Source: an optimization exercise on an open RTL-to-GDS flow (aim: small area and a short achievable clock period). Production flows keep margins and buffers that such runs may drop. Function was not checked in any run shown here: the RTL went through the layout flow alone. Power figures rest on the tool's default switching activity, not on a simulated workload.

## design/flow/config.mk

```make
export PLATFORM = sky130hd
export DESIGN_NAME = ARMSIM
export DESIGN_NICKNAME = ARMSIM
export VERILOG_FILES = /design/flow/design.v
export SDC_FILE = /design/flow/constraint.sdc
export NUM_CORES = 4
export LEC_CHECK = 0
export CAP_MARGIN = 20
export CORE_MARGIN = 2
export CORE_UTILIZATION = 40
export SETUP_SLACK_MARGIN = 0.5
export SLEW_MARGIN = 20
```

## design/flow/constraint.sdc

```tcl
create_clock -name core_clock -period 25.0 [get_ports {CLOCK_50}]
set_input_delay 5.0000 -clock core_clock [delete_from_list [all_inputs] [get_ports {CLOCK_50}]]
set_output_delay 5.0000 -clock core_clock [all_outputs]
set_load 0.01 [all_outputs]
```

## design/flow/design.v

```verilog
module ARMSIM(
	input CLOCK_50, rst, fu_EN,
	output[31:0] imem_addr,
	input[31:0] imem_data,
	output dmem_r_en, dmem_w_en,
	output[31:0] dmem_addr, dmem_wdata,
	input[31:0] dmem_rdata,
	output wb_en,
	output[3:0] wb_dest,
	output[31:0] wb_data
);
	wire clk = CLOCK_50;
	function cond_ok;
		input [3:0] c;
		input [3:0] f;  
		begin
			case (c)
				4'b0000: cond_ok = f[2];
				4'b0001: cond_ok = ~f[2];
				4'b0010: cond_ok = f[1];
				4'b0011: cond_ok = ~f[1];
				4'b0100: cond_ok = f[3];
				4'b0101: cond_ok = ~f[3];
				4'b0110: cond_ok = f[0];
				4'b0111: cond_ok = ~f[0];
				4'b1000: cond_ok = f[1] & ~f[2];
				4'b1001: cond_ok = ~f[1] & f[2];
				4'b1010: cond_ok = f[3] == f[0];
				4'b1011: cond_ok = f[3] != f[0];
				4'b1100: cond_ok = ~f[2] & (f[3] == f[0]);
				4'b1101: cond_ok = ~f[2] | (f[3] != f[0]);
				default: cond_ok = 1'b1;
			endcase
		end
	endfunction
	reg [31:0] pc;
	reg [31:0] f_ins;           
	reg fu_r;                   
	reg [3:0] sr;               
	reg x_wb, x_mr, x_mw, x_br, x_s;    
	reg [3:0] x_cond, x_dest;
	reg [31:0] x_a;             
	reg [31:0] x_bv;            
	reg [11:0] x_so;
	reg x_los, x_immdp;
	reg x_arith, x_inv, x_cinc, x_cin1;
	reg [3:0] x_tt;             
	reg x_fa_wb, x_fa_mem, x_fb_wb, x_fb_mem;
	reg m_wb, m_mr, m_mw;
	reg [3:0] m_dest;
	reg [31:0] m_alu, m_st;
	reg w_wb;
	reg [3:0] w_dest;
	reg [31:0] w_val;
	reg [31:0] rf [0:15];
	wire x_ok = cond_ok(x_cond, sr);
	wire e_wb = x_wb & x_ok;
	wire e_mr = x_mr & x_ok;
	wire e_mw = x_mw & x_ok;
	wire e_br = x_br & x_ok;
	wire e_s  = x_s & x_ok;
	wire [31:0] opa = x_fa_wb ? w_val : x_fa_mem ? m_alu : x_a;
	wire [31:0] opb = x_fb_wb ? w_val : x_fb_mem ? m_alu : x_bv;
	reg [31:0] shifted;
	always @(*) begin
		case (x_so[6:5])
			2'b00: shifted = opb << x_so[11:7];
			2'b11: shifted = {opb[0], opb[30:0]};
			default: shifted = opb >> x_so[11:7];
		endcase
	end
	wire [31:0] val2 = x_los ? {20'b0, x_so} : x_immdp ? x_bv : shifted;
	wire [31:0] b2 = x_inv ? ~val2 : val2;
	wire cin = x_cin1 | (x_cinc & sr[1]);
	wire [32:0] sum = {1'b0, opa} + {1'b0, b2} + {32'b0, cin};
	reg [31:0] lres;
	integer k;
	always @(*) begin
		for (k = 0; k < 32; k = k + 1)
			lres[k] = x_tt[{opa[k], val2[k]}];
	end
	wire [31:0] alu = x_arith ? sum[31:0] : lres;
	wire f_n = alu[31];
	wire f_z = (alu == 32'b0);
	wire f_c = x_arith & (sum[32] ^ x_inv);
	wire f_v = x_arith & ~(opa[31] ^ b2[31]) & (opa[31] ^ sum[31]);
	wire [3:0] flags = {f_n, f_z, f_c, f_v};
	wire [31:0] ins = f_ins;
	wire [1:0] mode = ins[27:26];
	wire [3:0] op = ins[24:21];
	wire i_s = ins[20];
	wire i_imm = ins[25];
	wire [3:0] src1 = ins[19:16];
	wire is_ls = (op == 4'b0100) && (mode == 2'b01);
	wire [3:0] src2 = is_ls ? ins[15:12] : (!i_imm && !ins[4]) ? ins[3:0] : 4'b0;
	wire dp = (mode == 2'b00);
	reg d_wbop;
	always @(*) begin
		case (op)
			4'b1101, 4'b1111, 4'b0100, 4'b0101, 4'b0010, 4'b0110,
			4'b0000, 4'b1100, 4'b0001: d_wbop = 1'b1;
			default: d_wbop = 1'b0;
		endcase
	end
	wire d_wb = (dp & d_wbop) | (is_ls & i_s);
	wire d_mr = is_ls & i_s;
	wire d_mw = is_ls & ~i_s;
	wire d_br = (mode == 2'b10) && (op == 4'b0111);
	wire d_s  = dp & i_s;
	reg d_arith, d_inv, d_cinc, d_cin1;
	reg [3:0] d_tt;
	always @(*) begin
		d_arith = 1'b0; d_inv = 1'b0; d_cinc = 1'b0; d_cin1 = 1'b0;
		d_tt = 4'b1000;  
		if (dp) begin
			case (op)
				4'b1101: d_tt = 4'b1010;                   
				4'b1111: d_tt = 4'b0101;                   
				4'b0100: d_arith = 1'b1;                   
				4'b0101: begin d_arith = 1'b1; d_cinc = 1'b1; end  
				4'b0010, 4'b1010: begin d_arith = 1'b1; d_inv = 1'b1; d_cin1 = 1'b1; end  
				4'b0110: begin d_arith = 1'b1; d_inv = 1'b1; d_cinc = 1'b1; end  
				4'b1100: d_tt = 4'b1110;                   
				4'b0001: d_tt = 4'b0110;                   
				default: d_tt = 4'b1000;                   
			endcase
		end else begin
			d_arith = 1'b1;  
		end
	end
	wire [31:0] rd1 = (w_wb && w_dest == src1) ? w_val : rf[src1];
	wire [31:0] rd2 = (w_wb && w_dest == src2) ? w_val : rf[src2];
	wire d_immdp = i_imm & ~is_ls;
	wire [63:0] rot2 = {24'b0, ins[7:0], 24'b0, ins[7:0]} >> {ins[11:8], 1'b0};
	wire [31:0] target = pc + {{8{ins[23]}}, ins[23:0]};
	wire x_wb_e = e_wb;
	wire fa_wb_n  = fu_r & m_wb & (m_dest == src1);
	wire fa_mem_n = fu_r & x_wb_e & (x_dest == src1) & ~fa_wb_n;
	wire fb_wb_n  = fu_r & ~d_immdp & m_wb & (m_dest == src2);
	wire fb_mem_n = fu_r & ~d_immdp & x_wb_e & (x_dest == src2) & ~fb_wb_n;
	wire d_ok_late = cond_ok(ins[31:28], e_s ? flags : sr);
	wire ex1 = (x_dest == src1), ex2 = (x_dest == src2);
	wire me1 = (m_dest == src1), me2 = (m_dest == src2);
	wire haz_early = fu_r ? (e_mr & (ex1 | ex2))
	                      : ((x_wb_e & (ex1 | (~i_imm & ex2))) | (m_wb & (me1 | (~i_imm & me2))));
	wire haz_k = ~fu_r & i_imm & d_mw & ((x_wb_e & ex2) | (m_wb & me2));
	wire hazard = haz_early | (haz_k & d_ok_late);
	integer i;
	always @(posedge clk) begin
		fu_r <= fu_EN;
		if (rst) begin
			pc <= 32'b0;
			f_ins <= 32'b0;
		end else if (!hazard) begin
			pc <= e_br ? x_a : pc + 32'd1;
			f_ins <= e_br ? 32'b0 : imem_data;
		end
		if (rst)
			sr <= 4'b0;
		else if (e_s)
			sr <= flags;
		if (rst || e_br || hazard)
			{x_wb, x_mr, x_mw, x_br, x_s} <= 5'b0;
		else
			{x_wb, x_mr, x_mw, x_br, x_s} <= {d_wb, d_mr, d_mw, d_br, d_s};
		x_cond <= ins[31:28];
		x_dest <= ins[15:12];
		x_a <= d_br ? target : rd1;
		x_bv <= d_immdp ? rot2[31:0] : rd2;
		x_so <= ins[11:0];
		x_los <= is_ls;
		x_immdp <= d_immdp;
		{x_arith, x_inv, x_cinc, x_cin1} <= {d_arith, d_inv, d_cinc, d_cin1};
		x_tt <= d_tt;
		{x_fa_wb, x_fa_mem, x_fb_wb, x_fb_mem} <= {fa_wb_n, fa_mem_n, fb_wb_n, fb_mem_n};
		if (rst)
			{m_wb, m_mr, m_mw} <= 3'b0;
		else
			{m_wb, m_mr, m_mw} <= {e_wb, e_mr, e_mw};
		m_dest <= x_dest;
		m_alu <= alu;
		m_st <= opb;
		w_wb <= rst ? 1'b0 : m_wb;
		w_dest <= m_dest;
		w_val <= m_mr ? dmem_rdata : m_alu;
		if (rst) begin
			for (i = 0; i < 16; i = i + 1)
				rf[i] <= i;
		end else if (w_wb)
			rf[w_dest] <= w_val;
	end
	assign imem_addr = pc;
	assign dmem_r_en = m_mr;
	assign dmem_w_en = m_mw;
	assign dmem_addr = m_alu;
	assign dmem_wdata = m_st;
	assign wb_en = w_wb;
	assign wb_dest = w_dest;
	assign wb_data = w_val;
endmodule
```

## design/flow/run.sh

```bash
#!/bin/bash
# synth_recipe.tcl (not shown) runs the flow's synth.tcl, then flattens the netlist and writes it again
# the make line also repeats each setting of config.mk as NAME=value (left out here)
make -C /OpenROAD-flow-scripts/flow DESIGN_CONFIG=/design/flow/config.mk WORK_HOME=/design/flow/orfs CLKGATE_MAP_FILE= SYNTH_SCRIPT=/design/flow/synth_recipe.tcl finish
```

==> impl_results.md, run 1 <==
- CTS H-Tree Depth: 3
- Startpoint types: flop
- Starting Density: 40.2%
- CTS tree: done
- Via density per instance: between 6 and 7
- Placement row count: 130
- Hold Buf Count CTS: 0
- Syn Area/Cell: between 9 and 10 um2
- Max rail drop VDD: between 40 and 50 uV
- I/O Pins: about 200
- Synth Instances: 5,090
- Worst Skew: 0.0384 ns
- Total Wirelength: between 200,000 and 250,000 um
- Leakage: 20.1 nW
- Max Slew Vio Count: 0
- Post-route DRC: 0
- Critical path peak fanout: 68
- Post-synthesis register bit count: between 700 and 800
- Min Tclk post-route: just over 10 ns
- Buffers added on ports: about 200
- Yosys cell types: 90
- Wire per inst: 33.7 um
- Sequential-to-total area share from yosys stat: 41.8%
- Final period util: 41.0%
- Post-synth top flop: edfxtp_1
- Crit Path Class: flop to flop
- Slowest stage delay, CP: between 0.7 and 0.8 ns
- Max-cap violation count: 0
- Die H: 359 um
- Critical Path RT: between 20 and 30 ns
- Full die area: 0.129 mm2
- Post-CTS sizing: 0
- Post-route ant nets: 0
- # Post-CTS Setup Buffers: 0
- Layout Cells excl Fill: between 6,000 and 7,000
- DP Cell Count: ~6,600
- Hpwl dp: around 160,000 um
- Clock latency (worst-skew pair): approximately 0.71 ns
- GRT Total Usage: 34.6%
- Drt pass-1 iters: 8
- Final #Nets: 5,218
- Worst reg-to-reg setup slack: approximately 15 ns
- Setup_tns: 0 ns
- Layout cells sized above 1: approximately 14%
- Pwr/cell area: between 80 and 90 mW/mm2
- Final Hold Fails: 0
- Number of global-route vias before repair: about 43,000
- Largest net degree at the start of global routing: 209
- Slew headroom: between 15 and 20%
- Critical Path AT: 10.87 ns
- Async set or reset register ratio after synthesis: 0%
- Clk sinks: approximately 800
- Final setup viols: 0
- Least-Margin Pin Slew: 1.20 ns
- Mapped Nets: around 5,200
- Iter 0 DRT Violations: 5,667
- Grt total ovfl: 0
- RSZ-0062 raised after global routing: no
- Final GP Congestion: 1.03
- P&R area growth vs syn: 13.3%
- Bufs on Longest Clock Path: 3
- Synth warn: 1
- Hold crit path type: flop to flop
- Fin util: 45.6%
- Area fraction of the dominant cell type after synthesis: 30.5%
- Num CTS Buffers: just over 90
- First-pass GRT wire length: between 300,000 and 400,000 um
- Core area: 0.125 mm2
- Status: no timing/DRC/antenna violations
- Leading post-synthesis cells by cell area: edfxtp_1 30%, dfxtp_1 11%, mux4_2 9.7%
- Reg clk slew, reported paths: 0.06 ns
- Yosys top cell by area: edfxtp_1
- Initial antenna violation count: 12
- Worst hold slack: a little under 0.4 ns
- Worst path slowest cell: dfxtp_2
- Mapped Area: 0.0505 mm2
- Fmax: between 90 and 100 MHz
- Number of synthesized flops with an enable pin: a little over 500
- CP Capture Type: flop
- Die Width: 359 um
- CTS root buf: clkbuf_16
- Vias: 44,800
-- kinds of logic (layout without fill, tap and decap cells) --
kind of cell               Yosys count  count (layout)  share of synthesized area, %
other                                0               4                             0
xor gates and xnor gates           113             113                          1.96
adders and majority gates           72              72                          1.83
buffers and inverters              582             649                          4.54
and+or+nand+nor                   1819            1819                          18.4
muxes                              470             470                          14.9
AOI/OAI and AO/OA                 1237            1237                          16.6
DFF                                797             797                          41.8
-- cells in the mapped netlist (71+ instances only) --
cell type and n:
dfxtp_1 285, nor3_1 195, nand2_1 552, nor2_1 223
and2_1 421, o21ai_0 197, inv_1 94, mux2_2 83
a211oi_1 231, a21oi_1 272, mux4_2 218, nor4_1 71
clkbuf_1 393, mux2i_1 167, a31oi_1 89, edfxtp_1 512
-- worst max-delay path: cells and delay by family, from the launching register on --
kind / cells / cell delay, ns
adder cells (fa/ha/maj): 2 / 0.68
AND/OR/NAND/NOR: 7 / 1.60
flip-flops: 1 / 0.73
XOR/XNOR: 2 / 0.41
buffers and inverters: 4 / 1.65
AO/OA/AOI/OAI: 12 / 3.65
multiplexers: 3 / 1.35
-- metrics by stage --
stage	total power [mW]	worst slack (ns)	instance area (um2)
after floorplan	2.51	17.71	50500
after global placement	3.40	15.15	54100
after detailed placement	3.39	15.00	54100
after CTS	4.78	15.00	57200
after global routing	4.95	14.31	57200
final	4.85	14.76	57200
-- flip-flops by register name, indices dropped and copies added (netlist names), 12 cells and up, named ones only --
name   count
rf       512
f_ins     32
m_alu     32
m_st      32
pc        32
w_val     32
x_a       32
x_bv      32
x_so      12
-- where the power goes --
group | total (mW) | internal [mW] | switching, mW
sequential | 1.73 | 1.52 | 0.209
combinational | 1.71 | 0.579 | 1.14
clock | 1.41 | 0.813 | 0.593
total | 4.85 | 2.91 | 1.94
-- cells in the final DEF (no fill, tap or decap), drive strengths merged, types with 45 or more instances in the layout --
cell type	instances
nand2	552
o22ai	45
dfxtp	285
a211oi	231
nand3	57
xor2	47
nand2b	47
o21ai	202
nor3	197
ha	69
or2	49
a311oi	70
a21oi	272
clkinv	50
o211ai	46
mux2i	167
xnor2	66
edfxtp	512
mux4	218
nor2	223
clkbuf	124
a31oi	89
and2	421
mux2	85
nor4	71
inv	98
buf	165
clkdlybuf4s50	200
-- final cells by class --
type	count	area (um2)
clock inverter	47	559
timing repair buffer	365	3280
sequential	797	21100
multi-input combinational	3711	27200
inverter	113	424
fill	11800	68200
clock buffer	124	2520
antenna	4	10.0
tap	1650	2060
-- worst paths after layout --
kind	from	to	cells after the start
setup / recovery	x_fb_mem	pc[0]	30
hold / removal	x_dest[0]	m_dest[0]	0
setup reg to reg	x_fb_mem	pc[0]	30
hold reg to reg	x_dest[0]	m_dest[0]	0
-- layer usage --
metal	track usage, %	up-vias	part of all wire, %	wire, um
met5	0	-	0.022	50
met4	22.4	8	7.7	17700
met3	7.40	685	10	23200
met2	54.2	2791	45	102000
met1	43.4	22200	38	86300
li1	-	19100	-	-
==> inputs of run 2 (changes only) <==
--- a/design/flow/design.v
+++ b/design/flow/design.v
@@ -45,7 +45,8 @@
 	reg x_los, x_immdp;
 	reg x_arith, x_inv, x_cinc, x_cin1;
 	reg [3:0] x_tt;             
-	reg x_fa_wb, x_fa_mem, x_fb_wb, x_fb_mem;
+	reg x_fa_mem, x_fb_mem;
+	reg x_nh;                   
 	reg m_wb, m_mr, m_mw;
 	reg [3:0] m_dest;
 	reg [31:0] m_alu, m_st;
@@ -53,14 +54,15 @@
 	reg [3:0] w_dest;
 	reg [31:0] w_val;
 	reg [31:0] rf [0:15];
-	wire x_ok = cond_ok(x_cond, sr);
+	reg [15:0] rv;
+	wire x_ok = cond_ok(x_cond, sr) & x_nh;
 	wire e_wb = x_wb & x_ok;
 	wire e_mr = x_mr & x_ok;
 	wire e_mw = x_mw & x_ok;
 	wire e_br = x_br & x_ok;
 	wire e_s  = x_s & x_ok;
-	wire [31:0] opa = x_fa_wb ? w_val : x_fa_mem ? m_alu : x_a;
-	wire [31:0] opb = x_fb_wb ? w_val : x_fb_mem ? m_alu : x_bv;
+	wire [31:0] opa = x_fa_mem ? m_alu : x_a;
+	wire [31:0] opb = x_fb_mem ? m_alu : x_bv;
 	reg [31:0] shifted;
 	always @(*) begin
 		case (x_so[6:5])
@@ -81,7 +83,8 @@
 	end
 	wire [31:0] alu = x_arith ? sum[31:0] : lres;
 	wire f_n = alu[31];
-	wire f_z = (alu == 32'b0);
+	wire z_arith = &(~(opa ^ b2 ^ {opa[30:0] | b2[30:0], cin}));
+	wire f_z = x_arith ? z_arith : (lres == 32'b0);
 	wire f_c = x_arith & (sum[32] ^ x_inv);
 	wire f_v = x_arith & ~(opa[31] ^ b2[31]) & (opa[31] ^ sum[31]);
 	wire [3:0] flags = {f_n, f_z, f_c, f_v};
@@ -128,8 +131,11 @@
 			d_arith = 1'b1;  
 		end
 	end
-	wire [31:0] rd1 = (w_wb && w_dest == src1) ? w_val : rf[src1];
-	wire [31:0] rd2 = (w_wb && w_dest == src2) ? w_val : rf[src2];
+	wire [31:0] rf1 = rv[src1] ? rf[src1] : {28'b0, src1};
+	wire [31:0] rf2 = rv[src2] ? rf[src2] : {28'b0, src2};
+	wire [31:0] rd1 = (w_wb && w_dest == src1) ? w_val : rf1;
+	wire [31:0] rd2 = (w_wb && w_dest == src2) ? w_val : rf2;
+	wire [31:0] wbv_n = m_mr ? dmem_rdata : m_alu;   
 	wire d_immdp = i_imm & ~is_ls;
 	wire [63:0] rot2 = {24'b0, ins[7:0], 24'b0, ins[7:0]} >> {ins[11:8], 1'b0};
 	wire [31:0] target = pc + {{8{ins[23]}}, ins[23:0]};
@@ -145,7 +151,6 @@
 	                      : ((x_wb_e & (ex1 | (~i_imm & ex2))) | (m_wb & (me1 | (~i_imm & me2))));
 	wire haz_k = ~fu_r & i_imm & d_mw & ((x_wb_e & ex2) | (m_wb & me2));
 	wire hazard = haz_early | (haz_k & d_ok_late);
-	integer i;
 	always @(posedge clk) begin
 		fu_r <= fu_EN;
 		if (rst) begin
@@ -159,20 +164,21 @@
 			sr <= 4'b0;
 		else if (e_s)
 			sr <= flags;
-		if (rst || e_br || hazard)
+		if (rst || e_br)
 			{x_wb, x_mr, x_mw, x_br, x_s} <= 5'b0;
 		else
 			{x_wb, x_mr, x_mw, x_br, x_s} <= {d_wb, d_mr, d_mw, d_br, d_s};
 		x_cond <= ins[31:28];
 		x_dest <= ins[15:12];
-		x_a <= d_br ? target : rd1;
-		x_bv <= d_immdp ? rot2[31:0] : rd2;
+		x_a <= d_br ? target : fa_wb_n ? wbv_n : rd1;
+		x_bv <= d_immdp ? rot2[31:0] : fb_wb_n ? wbv_n : rd2;
 		x_so <= ins[11:0];
 		x_los <= is_ls;
 		x_immdp <= d_immdp;
 		{x_arith, x_inv, x_cinc, x_cin1} <= {d_arith, d_inv, d_cinc, d_cin1};
 		x_tt <= d_tt;
-		{x_fa_wb, x_fa_mem, x_fb_wb, x_fb_mem} <= {fa_wb_n, fa_mem_n, fb_wb_n, fb_mem_n};
+		{x_fa_mem, x_fb_mem} <= {fa_mem_n, fb_mem_n};
+		x_nh <= ~hazard;
 		if (rst)
 			{m_wb, m_mr, m_mw} <= 3'b0;
 		else
@@ -182,11 +188,12 @@
 		m_st <= opb;
 		w_wb <= rst ? 1'b0 : m_wb;
 		w_dest <= m_dest;
-		w_val <= m_mr ? dmem_rdata : m_alu;
-		if (rst) begin
-			for (i = 0; i < 16; i = i + 1)
-				rf[i] <= i;
-		end else if (w_wb)
+		w_val <= wbv_n;
+		if (rst)
+			rv <= 16'b0;
+		else if (w_wb)
+			rv[w_dest] <= 1'b1;
+		if (w_wb)
 			rf[w_dest] <= w_val;
 	end
 	assign imem_addr = pc;
--- a/design/flow/config.mk
+++ b/design/flow/config.mk
@@ -5,6 +5,7 @@
 export SDC_FILE = /design/flow/constraint.sdc
 export NUM_CORES = 4
 export LEC_CHECK = 0
+export ABC_AREA = 1
 export CAP_MARGIN = 20
 export CORE_MARGIN = 2
 export CORE_UTILIZATION = 40
==> run 2 against run 1 <==
Utilization grew 0.19 points. Die area shrank 4.9%. Wire length fell by 10%. Maximum frequency rose by 29%. Still clean. Critical endpoint is now pc[2]. Area after synthesis is 4.9% lower. Clock skew rose by 0.00061 ns. Register-to-register slack better by 2.3 ns. First-iteration DRC count rose by 7.5%. Cell count is 14% higher. Worst setup slack better by 2.3 ns. Highest routed layer unchanged.
==> impl_results.md, run 2 <==
- Status: no timing/DRC/antenna violations
- Most frequent cells in the layout: 1,197 x nand2_1, 678 x nand3_1, 667 x o21ai_0, 512 x edfxtp_1, 449 x nor2_1
- Synthesized-area fraction occupied by and/or/nand/nor cells: between 20% and 30%
- Final Hold Fails: 0
- Slowest stage delay, CP: 0.61 ns
- Iter 0 DRT Violations: about 6,100
- CTS root buf: clkbuf_16
- Post-route ant nets: 0
- Post-synthesis mux area share: 0.188%
- Post-synthesis compound-gate area fraction: between 20 and 25%
- Post-synthesis register bit count: just over 800
- Fin worst setup slack: between 15 and 20 ns
- Layout cells sized above 1: under 10%
- Most common cell on crit path: nand2_1
- Yosys top cell by area: edfxtp_1
- Switch Pwr: between 1.5 and 2 mW
- Largest register by flop count: rf
- Max FFs per register: roughly 510
- Clock share of power: around 31%
- CP startpoint: x_so[8]
- Max Slew Vio Count: 0
- CP delay by family, top: simple AND/OR/NAND/NOR gates
- Drt pass-1 iters: 7
- Clk sinks: around 810
- Setup WS pre-CTS: between 15 and 20 ns
- Async set or reset register ratio after synthesis: 0%
- Critical path peak fanout: 76
- Vias: between 40,000 and 50,000
- Final GP Congestion: 1.06
- Sw frac: about two fifths
- Leading post-synthesis cells by cell area: edfxtp_1 32%, dfxtp_1 13%, nand2_1 9.4%
- Crit path buffers/inverters: 5
- Worst path slowest cell: buf_4
- Min Tclk post-route: just under 8 ns
- Area share of fa/ha/maj cells after synthesis: 2.86%
- Total Wirelength: roughly 210,000 um
- Critical Path RT: around 26 ns
- Mapped Area: around 0.048 mm2
- Slew headroom: 13.5%
- Pwr/cell area: approximately 88 mW/mm2
- Fmax: 126 MHz
- Yosys cell types: a little over 60
- Number of synthesized flops with an enable pin: a little over 500
- Max rail drop VDD: 61.7 uV
- Number of global-route vias before repair: about 43,000
- Multi-input logic area: approximately 0.023 mm2
- Cell with the most instances after synthesis: nand2_1
- Met1 Use GR: around 44%
- Crit Path Class: flop to flop
- Core area: 0.119 mm2
- Reg clk slew, reported paths: 0.07 ns
- Seq pwr share: between 30% and 40%
- Wire per inst: around 27 um
- Hold crit path type: flop to flop
- Post-CTS sizing: 0
- Final period util: about a third
- # Post-CTS Setup Buffers: 0
- Post-route DRC: 0
- Least-Margin Pin Slew: 1.28 ns
- Critical Path AT: 8.56 ns
- CP Capture Type: flop
- Final setup viols: 0
- Post-synth top flop: edfxtp_1
- Startpoint types: flop
- P&R area growth vs syn: 14.1%
- I/O Pins: just over 200
- Area fraction of the dominant cell type after synthesis: around a third
- GRT Total Usage: 32.5%
- Hold Startpoint: m_dest[3]
- Max-cap violation count: 0
- Full die area: around 0.12 mm2
- Fin util: a little under half
- Hold Buf Count CTS: 0
- Largest net degree at the start of global routing: around 150
- Buffers added on ports: roughly 200
- Starting Density: 40.2%
- RSZ-0062 raised after global routing: no
- Via density per instance: 6.10
- Fill cells: between 10,000 and 15,000
- Synth Instances: 6,061
- CTS tree: done
- Syn Area/Cell: between 7 and 8 um2
- Int Pwr: around 3.0 mW
- Placement row count: roughly 130
- Register area: ~0.021 mm2
- Post-synthesis xor/xnor area fraction: under 10%
- Setup_tns: 0 ns
- Hpwl dp: between 100,000 and 150,000 um
- Num CTS Buffers: 94
- Sequential-to-total area share from yosys stat: 44.6%
- Die H: approximately 350 um
- CTS H-Tree Depth: 3
- Main combinational cell family by area after synthesis: simple AND/OR/NAND/NOR gates
- Busiest layer in global routing: met2
- Grt total ovfl: 0
- GR Util met3: around 6%
- Initial antenna violation count: 12
- Comb pwr share: 31.3%
- Most frequent cells after synthesis: 1,202 x nand2_1, 678 x nand3_1, 673 x o21ai_0
- Mapped Nets: 6,236
- Synth warn: 1
- Critical R2R Launch: x_so[8]
- Worst Skew: between 0.03 and 0.04 ns
- Most common cell after layout, fill and taps aside: nand2_1
- First-pass GRT wire length: roughly 290,000 um
- Bufs on Longest Clock Path: 3
- Met2 usage: 49.2%
- Die Width: ~350 um
- Leakage: around 21 nW
- Final #Nets: just over 6,000
- Clock latency (worst-skew pair): slightly above 0.7 ns
- Worst hold slack: roughly 0.39 ns
## run 2: cell types whose count changed after synthesis, sizes merged, moves of 243 or more
cell / previous run / this run
nand2: 552 / 1239
o21ai: 202 / 705
nand3: 57 / 711
and2: 421 / 9
inv: 96 / 430
nor2: 223 / 466
## run 2: through the flow
| stage | instance area, um2 | instances | power [mW] |
|---|---|---|---|
| 3_3_place_gp | 51400 | 7575 | 3.28 |
| 3_5_place_dp | 51400 | 7575 | 3.28 |
| 4_1_cts | 54700 | 7750 | 4.76 |
| 6_report | 54700 | 7751 | 4.79 |
| 2_1_floorplan | 48000 | 6061 | 2.54 |
| 5_1_grt | 54700 | 7750 | 4.95 |
## run 2: worst paths after layout
check,end,slack (ns),cells past startpoint
setup reg to reg,pc[2],17.08,35
hold / removal,w_dest[3],0.39,0
hold reg to reg,w_dest[3],0.39,0
setup / recovery,pc[2],17.08,35
## run 2: kinds of logic after synthesis
kind of cell | Yosys count
mux | 9
xor+xnor | 120
buf+inv | 859
flops | 812
fa+ha+maj | 108
compound gates | 1603
simple gates | 2550
## run 2: power by group through the flow
stage | sequential (mW) | clock (mW) | combinational, mW
after floorplan | 1.80 | 0 | 0.743
after CTS | 1.80 | 1.50 | 1.46
after global routing | 1.81 | 1.55 | 1.59
after detailed placement | 1.83 | 0 | 1.45
final | 1.81 | 1.49 | 1.50
after global placement | 1.83 | 0 | 1.45
## run 2: worst register-to-register path, delay by kind of cell, from the launching register on
kind | cells | cell delay, ns
adder cells (fa/ha/maj) | 2 | 0.93
flip-flops | 1 | 0.31
AO/OA/AOI/OAI | 9 | 2.07
AND/OR/NAND/NOR | 18 | 2.33
XOR/XNOR | 1 | 0.13
buffers and inverters | 5 | 2.11
## run 2: cell type report
type,instances,share of cell area (%)
Timing Repair Buffer,318,5.30
Clock buffer,114,4.80
Antenna cell,1,0.00457
Sequential cell,812,39.1
Clock inverter,61,1.31
Inverter,443,3.08
Multi-Input combinational cell,4390,42.7
Tap cell,1612,3.69
## run 2: routing by layer
| layer | routed length [um] | vias up | share of wire (%) |
|---|---|---|---|
| li1 | - | 21300 | - |
| met1 | 83000 | 22700 | 40 |
| met2 | 89200 | 2699 | 43 |
| met3 | 20300 | 558 | 9.9 |
| met4 | 13100 | 12 | 6.4 |
| met5 | 100 | - | 0.049 |
==> inputs of run 3 (changes only) <==
--- a/design/flow/config.mk
+++ b/design/flow/config.mk
@@ -5,7 +5,6 @@
 export SDC_FILE = /design/flow/constraint.sdc
 export NUM_CORES = 4
 export LEC_CHECK = 0
-export ABC_AREA = 1
 export CAP_MARGIN = 20
 export CORE_MARGIN = 2
 export CORE_UTILIZATION = 40
==> run 3 against run 2 <==
Cell area grew 2.0%. Area after synthesis grew 2.2%. Power shrank 10%. Hold slack gained 0.0052 ns. Global-route usage shrank 0.47 points. Cell count shrank 15%. Register-to-register slack lost 1.9 ns. First-iteration DRC count shrank 6.2%. Maximum frequency shrank 19%. Die area grew 2.2%. Utilization grew 0.070 points.
==> impl_results.md, run 3 <==
- Number of global-route vias before repair: 39,700
- Sequential-to-total area share from yosys stat: around 44%
- Status: no timing/DRC/antenna violations
- DP Cell Count: around 6,400
- Iter 0 DRT Violations: about 5,700
- Design Area, Final: 0.0558 mm2
- RSZ-0062 raised after global routing: no
- Largest net degree at the start of global routing: 153
- Max Slew Vio Count: 0
- Bufs on Longest Clock Path: 3
- Clock share of power: roughly 33%
- Max rail drop VDD: slightly above 70 uV
- Setup WS pre-CTS: between 15 and 20 ns
- Mapped Area: slightly below 0.05 mm2
- # Post-CTS Setup Buffers: 0
- Final Hold Fails: 0
- Slew headroom: about 22%
- Clock latency (worst-skew pair): just under 0.7 ns
- Post-synthesis register bit count: 812
- First-pass GRT wire length: just under 300,000 um
- I/O Pins: approximately 200
- CTS tree: done
- Comb pwr share: 27.4%
- Number of synthesized flops with an enable pin: roughly 510
- Slowest stage delay, CP: a little over 0.8 ns
- Mapped Nets: approximately 5,000
- Synth Instances: 4,822
- Post-CTS sizing: 0
- Starting Density: between 40% and 50%
- Reg clk slew, reported paths: 0.06 ns
- Leakage: a little under 20 nW
- Via density per instance: around 6.4
- Max FFs per register: 512
- Fin worst setup slack: ~15 ns
- Min Tclk post-route: roughly 9.8 ns
- Yosys top cell by area: edfxtp_1
- Full die area: roughly 0.13 mm2
- Total Wirelength: around 210,000 um
- Startpoint types: flop
- Core area: between 0.1 and 0.15 mm2
- Wire per inst: around 32 um
- Max-cap violation count: 0
- Critical path peak fanout: between 100 and 150
- Worst path slowest cell: buf_4
- Final setup viols: 0
- Critical Path AT: 10.42 ns
- P&R area growth vs syn: 13.9%
- Final #Nets: just over 5,000
- Num CTS Buffers: 90
- Least-Margin Pin Slew: between 1 and 1.5 ns
- Seq pwr share: around two fifths
- CTS H-Tree Depth: 3
- Grt total ovfl: 0
- Most common cell on crit path: a31oi_1
- Switch Pwr: 1.49 mW
- Met3 wire len: about 21,000 um
- Setup_tns: 0 ns
- Vias: approximately 42,000
- Largest register by flop count: rf
- CTS root buf: clkbuf_16
- Buffers added on ports: ~200
- Met2 WL post-DR: 91,600 um
- Die Width: 354 um
- GRT Total Usage: about a third
- M1 wire length: between 80,000 and 90,000 um
- Crit Path Class: flop to flop
- Fmax: a little over 100 MHz
- Die H: 354 um
- Hold Buf Count CTS: 0
- CP Capture Type: flop
- Post-route DRC: 0
- Area fraction of the dominant cell type after synthesis: between 30% and 40%
- Layout Cells excl Fill: between 6,000 and 7,000
- Leading post-synthesis cells by cell area: edfxtp_1 31%, dfxtp_1 12%, mux4_2 10%
- Int Pwr: 2.81 mW
- Worst Skew: roughly 0.032 ns
- Sw frac: a little over a third
- Post-route ant nets: 0
- Most frequent cells in the layout: 812 x nand2_1, 512 x edfxtp_1, 324 x a21oi_1, 290 x dfxtp_1, 223 x mux4_2
- Critical Path RT: between 20 and 30 ns
- Final GP Congestion: roughly 1.1
- Most common cell after layout, fill and taps aside: nand2_1
- Placement Cell Area: between 0.05 and 0.06 mm2
- Syn Area/Cell: just over 10 um2
- Initial antenna violation count: 10
- Synth warn: 1
- Layout cells sized above 1: 14.1%
- Cell with the most instances after synthesis: nand2_1
- Final period util: 39.3%
- Worst reg-to-reg setup slack: between 15 and 20 ns
- Drt pass-1 iters: 8
- Placement row count: around 130
- Post-synth top flop: edfxtp_1
- Max layer used: met5
- Yosys cell types: 95
- Clk sinks: between 800 and 900
- Hold crit path type: flop to flop
- Pwr/cell area: between 70 and 80 mW/mm2
- Most frequent cells after synthesis: 815 x nand2_1, 512 x edfxtp_1, 326 x a21oi_1
- Async set or reset register ratio after synthesis: 0%
- Hpwl dp: 139,000 um
[run 3: layout make-up]
cell class / instances / area [um2]
fillers: 11400 / 65900
multi-input cells: 3516 / 25800
flip-flops and latches: 812 / 21400
repair buffers: 334 / 3060
clock buffers: 110 / 2430
well taps: 1625 / 2030
clock inverters: 59 / 659
inverters: 118 / 443
diodes: 3 / 7.51
[run 3: per-stage QoR]
stage | hold slack [ns] | total power [mW] | utilization [%]
floorplan | 0.329 | 2.30 | -
global placement | 0.385 | 2.89 | 43.3
detailed placement | 0.382 | 2.88 | 43.3
CTS | 0.394 | 4.27 | 45.9
global route | 0.404 | 4.42 | 45.9
finish | 0.397 | 4.30 | 45.9
[run 3: layer usage]
layer | global-route usage, % | vias to the layer above
met5 | 0 | -
met4 | 17.4 | 4
met3 | 7.18 | 614
met2 | 49.4 | 2676
met1 | 42.0 | 20800
li1 | - | 18200
[run 3: power groups by stage]
stage	Combinational [mW]	Clock, mW	Sequential [mW]
floorplan	0.579	0	1.72
global placement	1.14	0	1.75
detailed placement	1.13	0	1.75
CTS	1.14	1.42	1.72
global route	1.22	1.47	1.73
finish	1.18	1.40	1.73
[run 3: worst max-delay path: cells and delay by family, from the launching register on]
| kind | cells | cell delay [ns] |
|---|---|---|
| compound gates | 15 | 4.50 |
| xor+xnor | 3 | 0.57 |
| fa+ha+maj | 1 | 0.42 |
| buf+inv | 3 | 1.88 |
| flops | 1 | 0.59 |
| mux | 1 | 0.63 |
| simple gates | 4 | 0.94 |
[run 3: worst paths after layout]
kind,startpoint,end,depth (start not counted)
worst max register to register,x_so[7],pc[0],27
worst min-delay path,x_dest[2],m_dest[2],0
worst min register to register,x_dest[2],m_dest[2],0
worst max-delay path,x_so[7],pc[0],27
[run 3: cell families after synthesis]
group                    count (synthesis)  synth area share (%)
AND/OR/NAND/NOR                       1697                  16.2
AO/OA/AOI/OAI                         1064                  14.4
flip-flops                             812                  43.6
multiplexers                           498                  16.1
buffers and inverters                  494                  4.29
XOR/XNOR                               149                  2.66
adder cells (fa/ha/maj)                108                  2.80
==> inputs of run 4 (changes only) <==
--- a/design/flow/config.mk
+++ b/design/flow/config.mk
@@ -5,8 +5,9 @@
 export SDC_FILE = /design/flow/constraint.sdc
 export NUM_CORES = 4
 export LEC_CHECK = 0
-export CAP_MARGIN = 20
+export ABC_AREA = 1
+export CAP_MARGIN = 50
 export CORE_MARGIN = 2
 export CORE_UTILIZATION = 40
 export SETUP_SLACK_MARGIN = 0.5
-export SLEW_MARGIN = 20
+export SLEW_MARGIN = 50
==> run 4 against run 3 <==
Still clean. Cell area fell by 1.7%. Clock skew rose by 0.010 ns. Hold slack got worse by 0.015 ns. Register-to-register slack improved by 2.2 ns. Combinational power rose by 28%. Flip-flop and latch count did not move. Largest cell class unchanged. Largest power group unchanged. Highest routed layer unchanged.
==> impl_results.md, run 4 <==
- Most frequent cells after synthesis: 1,202 x nand2_1, 678 x nand3_1, 673 x o21ai_0
- Fin worst setup slack: between 15 and 20 ns
- Core area: 0.119 mm2
- Cell depth of the worst setup path: 35
- Status: no timing/DRC/antenna violations
- Cell with the most instances after synthesis: nand2_1
- Leakage: around 21 nW
- Iter 0 DRT Violations: 6,431
- CTS root buf: clkbuf_16
- Hold Buf Count CTS: 0
- CTS H-Tree Depth: 3
- Max rail drop VDD: 58.1 uV
- Slowest stage delay, CP: 0.53 ns
- Largest net degree at the start of global routing: roughly 150
- RSZ-0062 raised after global routing: no
- Setup_tns: 0 ns
- Leading post-synthesis cells by cell area: edfxtp_1 32%, dfxtp_1 13%, nand2_1 9.4%
- Fin util: 45.9%
- Critical Path RT: ~26 ns
- Design Area, Final: between 0.05 and 0.06 mm2
- Post-route DRC: 0
- Grt total ovfl: 0
- Post-CTS sizing: 0
- Max Slew Vio Count: 0
- Final setup viols: 0
- Buffers added on ports: 201
- Final #Nets: between 6,000 and 7,000
- Worst path slowest cell: buf_4
- P&R area growth vs syn: 14.3%
- Synth warn: 1
- Wire per inst: 26.6 um
- Die Width: ~350 um
- Worst Skew: approximately 0.043 ns
- Fmax: about 130 MHz
- Min Tclk post-route: approximately 7.6 ns
- Least-Margin Pin Slew: between 0.8 and 0.9 ns
- Crit Path Class: flop to flop
- Initial antenna violation count: 5
- GRT Total Usage: between 30 and 40%
- Hpwl dp: 141,000 um
- Placement row count: 127
- Final period util: between 30% and 40%
- Clk sinks: between 800 and 900
- Layout Cells excl Fill: around 7,800
- CP Capture Type: flop
- Critical path peak fanout: 53
- Pwr/cell area: between 80 and 90 mW/mm2
- Starting Density: approximately two fifths
- I/O Pins: approximately 200
- Die H: between 300 and 400 um
- Post-route ant nets: 0
- Largest register by flop count: rf
- Drt pass-1 iters: 9
- Most frequent cells in the layout: 1,197 x nand2_1, 678 x nand3_1, 644 x o21ai_0, 512 x edfxtp_1, 448 x nor2_1
- Mapped Nets: between 6,000 and 7,000
- CTS tree: done
- Setup WS pre-CTS: 17.37 ns
- Crit path buffers/inverters: 3
- Mapped Area: ~0.048 mm2
- Sequential-to-total area share from yosys stat: 44.6%
- Yosys top cell by area: edfxtp_1
- WHS Path Cells: 0
- Worst hold slack: roughly 0.38 ns
- Max FFs per register: 512
- Reg clk slew, reported paths: about 0.06 ns
- Post-synth top flop: edfxtp_1
- Number of synthesized flops with an enable pin: around 500
- Max-cap violation count: 0
- CP delay by family, top: simple AND/OR/NAND/NOR gates
- Most common cell after layout, fill and taps aside: nand2_1
- Synth Instances: ~6,100
- Clock latency (worst-skew pair): 0.72 ns
- # Post-CTS Setup Buffers: 0
- Number of global-route vias before repair: 43,100
- Slew headroom: between 40 and 50%
- DP Cell Count: around 7,600
- R2R depth: 35
- Full die area: around 0.12 mm2
- Yosys cell types: 62
- Layout cells sized above 1: around 7.5%
- Via density per instance: around 6.1
- Async set or reset register ratio after synthesis: 0%
- Bufs on Longest Clock Path: 3
- Critical Path AT: between 8 and 9 ns
- Total design power: approximately 4.7 mW
- Startpoint types: flop
- Vias: around 48,000
- Post-synthesis register bit count: 812
- First-pass GRT wire length: ~300,000 um
- Most common cell on crit path: nand2_1
- Placement Cell Area: 0.0516 mm2
- Final GP Congestion: about 1.1
- Syn Area/Cell: around 7.9 um2
- Area fraction of the dominant cell type after synthesis: roughly a third
- Total Wirelength: 206,000 um
- Num CTS Buffers: 94
- Hold crit path type: flop to flop
- Final Hold Fails: 0
## run 4: cell types whose count changed after synthesis, sizes merged, moves of 79 or more
cell and delta:
o21ai +519, nand3 +504, nand2 +424, inv +314
nor2 +262, mux4 -223, mux2i -164, mux2 -102
and3 -98, a311oi -97, o211ai +83, o221ai +79
## run 4: cells by family (layout without fill, tap and decap cells)
family | count (synthesis) | after routing | synth area share [%]
adders and majority gates | 108 | 108 | 2.86
other | 0 | 2 | 0
muxes | 9 | 9 | 0.188
buffers and inverters | 859 | 947 | 7.13
DFF | 812 | 812 | 44.6
AOI/OAI and AO/OA | 1603 | 1603 | 20.0
xor gates and xnor gates | 120 | 120 | 2.19
and+or+nand+nor | 2550 | 2550 | 23.0
## run 4: cell type report
| cell class | instances | area [um2] |
|---|---|---|
| diodes | 2 | 5.00 |
| clock buffers | 123 | 2590 |
| clock inverters | 55 | 551 |
| fillers | 11900 | 64600 |
| inverters | 443 | 1690 |
| multi-input cells | 4390 | 23400 |
| flip-flops and latches | 812 | 21400 |
| well taps | 1612 | 2020 |
| repair buffers | 326 | 3150 |
## run 4: layer usage
| metal | track usage [%] | vias up | share of wire [%] |
|---|---|---|---|
| li1 | - | 21300 | - |
| met1 | 44.9 | 22800 | 41 |
| met2 | 49.4 | 2830 | 44 |
| met3 | 4.69 | 530 | 9.5 |
| met4 | 17.7 | 6 | 6.1 |
| met5 | 0 | - | 0.017 |
## run 4: final timing paths
kind	start	end	slack (ns)
min	m_dest[3]	w_dest[3]	0.38
min reg2reg	m_dest[3]	w_dest[3]	0.38
max	x_fb_mem	f_ins[10]	17.36
max reg2reg	x_fb_mem	f_ins[10]	17.36
## run 4: power breakdown
| part | internal, mW | switching (mW) | total (mW) |
|---|---|---|---|
| clock | 0.808 | 0.609 | 1.42 |
| sequential | 1.63 | 0.174 | 1.81 |
| combinational | 0.461 | 1.05 | 1.51 |
==> inputs of run 5 (changes only) <==
--- a/design/flow/config.mk
+++ b/design/flow/config.mk
@@ -6,8 +6,8 @@
 export NUM_CORES = 4
 export LEC_CHECK = 0
 export ABC_AREA = 1
-export CAP_MARGIN = 50
+export CAP_MARGIN = 75
 export CORE_MARGIN = 2
 export CORE_UTILIZATION = 40
 export SETUP_SLACK_MARGIN = 0.5
-export SLEW_MARGIN = 50
+export SLEW_MARGIN = 75
==> run 5 against run 4 <==
Area after synthesis unchanged. First-iteration DRC count decreased by 1.5%. Register-to-register slack improved by 0.78 ns. Clock-buffer cell count decreased by 5. Sequential power about the same. Sequential share of layout area decreased by 2.0 points. Maximum frequency increased by 4.5%. Flip-flop and latch count unchanged. Utilization increased by 2.6 points. Largest power group unchanged.
==> impl_results.md, run 5 <==
- Status: no timing/DRC/antenna violations
- Buffers added on ports: roughly 200
- Reg2Reg Capture Point: pc[5]
- Yosys top cell by area: edfxtp_1
- Full die area: 0.123 mm2
- Post-synthesis register bit count: roughly 810
- Syn Area/Cell: about 8 um2
- GRT Total Usage: approximately a third
- Worst reg-to-reg setup slack: 18.14 ns
- Fin util: roughly half
- Yosys cell types: 62
- Synth warn: 1
- Max FFs per register: roughly 500
- Post-route DRC: 0
- Final Hold Fails: 0
- Least-Margin Pin Slew: around 0.42 ns
- Post-synth top flop: edfxtp_1
- Hold Buf Count CTS: 0
- Bufs on Longest Clock Path: 3
- Mapped Area: between 0.04 and 0.05 mm2
- CTS H-Tree Depth: 3
- Clk sinks: 812
- Placement row count: about 130
- Hold Startpoint: m_dest[3]
- Critical R2R Launch: x_so[8]
- Vias: 47,800
- Largest net degree at the start of global routing: 76
- Max Slew Vio Count: 0
- Drt pass-1 iters: 8
- Iter 0 DRT Violations: 6,333
- Die Width: approximately 350 um
- Most frequent cells after synthesis: 1,202 x nand2_1, 678 x nand3_1, 673 x o21ai_0
- # Post-CTS Setup Buffers: 0
- Slew headroom: 72.1%
- Number of global-route vias before repair: 43,800
- P&R area growth vs syn: 20.9%
- Min Tclk post-route: approximately 7.3 ns
- Max rail drop VDD: around 65 uV
- Setup_tns: 0 ns
- CP Capture Type: output port
- Most common cell after layout, fill and taps aside: nand2_1
- Via density per instance: between 6 and 7
- Cell with the most instances after synthesis: nand2_1
- R2R depth: 41
- Critical Path AT: approximately 2.3 ns
- Num CTS Buffers: between 90 and 100
- Pwr/cell area: roughly 84 mW/mm2
- Sequential-to-total area share from yosys stat: around 45%
- WHS Path Cells: 0
- Hpwl dp: between 150,000 and 200,000 um
- Grt total ovfl: 0
- Synth Instances: 6,061
- Max layer used: met5
- Final setup viols: 0
- Clock latency (worst-skew pair): about 0.7 ns
- Most frequent cells in the layout: 1,187 x nand2_1, 676 x nand3_1, 583 x o21ai_0, 512 x edfxtp_1, 444 x nor2_1
- Startpoint types: flop
- Initial antenna violation count: 11
- Wire per inst: 26.5 um
- I/O Pins: about 200
- Leading post-synthesis cells by cell area: edfxtp_1 32%, dfxtp_1 13%, nand2_1 9.4%
- Critical path peak fanout: 39
- Min-Delay Endpoint: w_dest[3]
- Crit Path Class: flop to output port
- Total Wirelength: 208,000 um
- Post-CTS sizing: 0
- Post-route ant nets: 0
- Met2 WL post-DR: roughly 92,000 um
- Die H: between 300 and 400 um
- RSZ-0062 raised after global routing: no
- Layout cells sized above 1: between 10% and 20%
- Mapped Nets: 6,236
- Total design power: around 4.9 mW
- Final period util: about 29%
- First-pass GRT wire length: between 200,000 and 300,000 um
- Critical Path RT: about 20 ns
- Worst Skew: roughly 0.053 ns
- Met3 wire len: 20,300 um
- Async set or reset register ratio after synthesis: 0%
- Area fraction of the dominant cell type after synthesis: roughly a third
- Core area: roughly 0.12 mm2
- CTS tree: done
- Reg clk slew, reported paths: approximately 0.06 ns
- Starting Density: around 40%
- Largest register by flop count: rf
- Leakage: about 22 nW
- Final GP Congestion: about 1.1
- Hold crit path type: flop to flop
- Final #Nets: roughly 6,300
- Max-cap violation count: 0
- CTS root buf: clkbuf_16
- M1 wire length: 84,000 um
- Fmax: between 100 and 150 MHz
- Number of synthesized flops with an enable pin: ~500
## run 5: cell counts after synthesis
No cell type changed its count.
## run 5: logic make-up after synthesis
| kind of cell | Yosys count | share of synthesized area, % |
|---|---|---|
| buffers and inverters | 859 | 7.13 |
| and+or+nand+nor | 2550 | 23.0 |
| xor gates and xnor gates | 120 | 2.19 |
| AOI/OAI and AO/OA | 1603 | 20.0 |
| adders and majority gates | 108 | 2.86 |
| muxes | 9 | 0.188 |
| DFF | 812 | 44.6 |
## run 5: area by class of cell
type	count	area (um2)
Clock inverter	53	578
Tap cell	1612	2020
Sequential cell	812	21500
Inverter	443	1750
Clock buffer	118	2610
Fill cell	11500	61500
Timing Repair Buffer	413	5020
Antenna cell	3	7.51
Multi-Input combinational cell	4390	24500
## run 5: critical path, cell delays in order (launching register included)
cell and delay [ns]:
dfxtp_2 0.33, buf_8 0.22, buf_12 0.23, buf_12 0.23
clkdlybuf4s50_1 0.58
## run 5: worst max-delay path by stage
stage | from | endpoint | slack [ns] | cells after the start
6_report | m_mr | dmem_r_en | 17.69 | 4
5_1_grt | m_mr | dmem_r_en | 17.62 | 4
4_1_cts | m_mr | dmem_r_en | 17.67 | 4
3_5_place_dp | rst | flop | 18.18 | 6
3_3_place_gp | x_so[8] | pc[2] | 17.55 | 39
2_1_floorplan | rst | flop | 18.80 | 6
## run 5: through the flow
stage / cell area, um2 / hold slack (ns) / std cells / setup WS (ns)
global route: 58000 / 0.392 / 7841 / 17.62
floorplan: 48000 / 0.351 / 6061 / 18.80
global placement: 51400 / 0.377 / 7575 / 17.55
detailed placement: 54500 / 0.370 / 7663 / 18.18
finish: 58000 / 0.372 / 7844 / 17.69
CTS: 57700 / 0.383 / 7834 / 17.67
## run 5: layer usage
layer  vias to the layer above  GRT usage [%]
met2                      2803           50.4
met4                        12           17.0
met1                     23000           44.3
met3                       501           6.31
li1                      21500              -
met5                         -              0
## run 5: report_power, final
group,total [mW],internal (mW),switching (mW),leakage (nW)
clock network,1.43,0.824,0.607,1.54
registers,1.82,1.64,0.179,7.14
logic,1.62,0.523,1.09,13.6

==> afterwards: timing with drivers on the ports <==
In the flow no input, the clock included, has a driving cell. The finished layouts below were timed again as built, in two steps. Step 1 sets driving cells, clkbuf_16 on the clock port and buf_2 on the other inputs (assumed; they add their load-dependent delay and slew). Step 2 also shifts input and output timing later by t, the mid clock arrival at the registers, as if the neighbouring blocks saw the same clock. Three values: no drivers, after step 1, after step 2; two values: the first two.
run	t, ns	slack for setup (ns)	worst setup path at the end	clock arrival spread, ns	cell pins on the clock port's net
run 1	0.766	14.756 / 14.756 / 14.756	register to register	0.039 / 0.039	1
run 2	0.780	17.084 / 17.084 / 17.084	register to register	0.041 / 0.041	1
run 3	0.741	15.182 / 15.182 / 15.182	register to register	0.035 / 0.034	1
run 4	0.787	17.357 / 17.357 / 17.357	register to register	0.044 / 0.044	1
run 5	0.771	17.689 / 17.603 / 18.142	register to register	0.056 / 0.056	1
After both steps setup and hold are still met in every run listed.
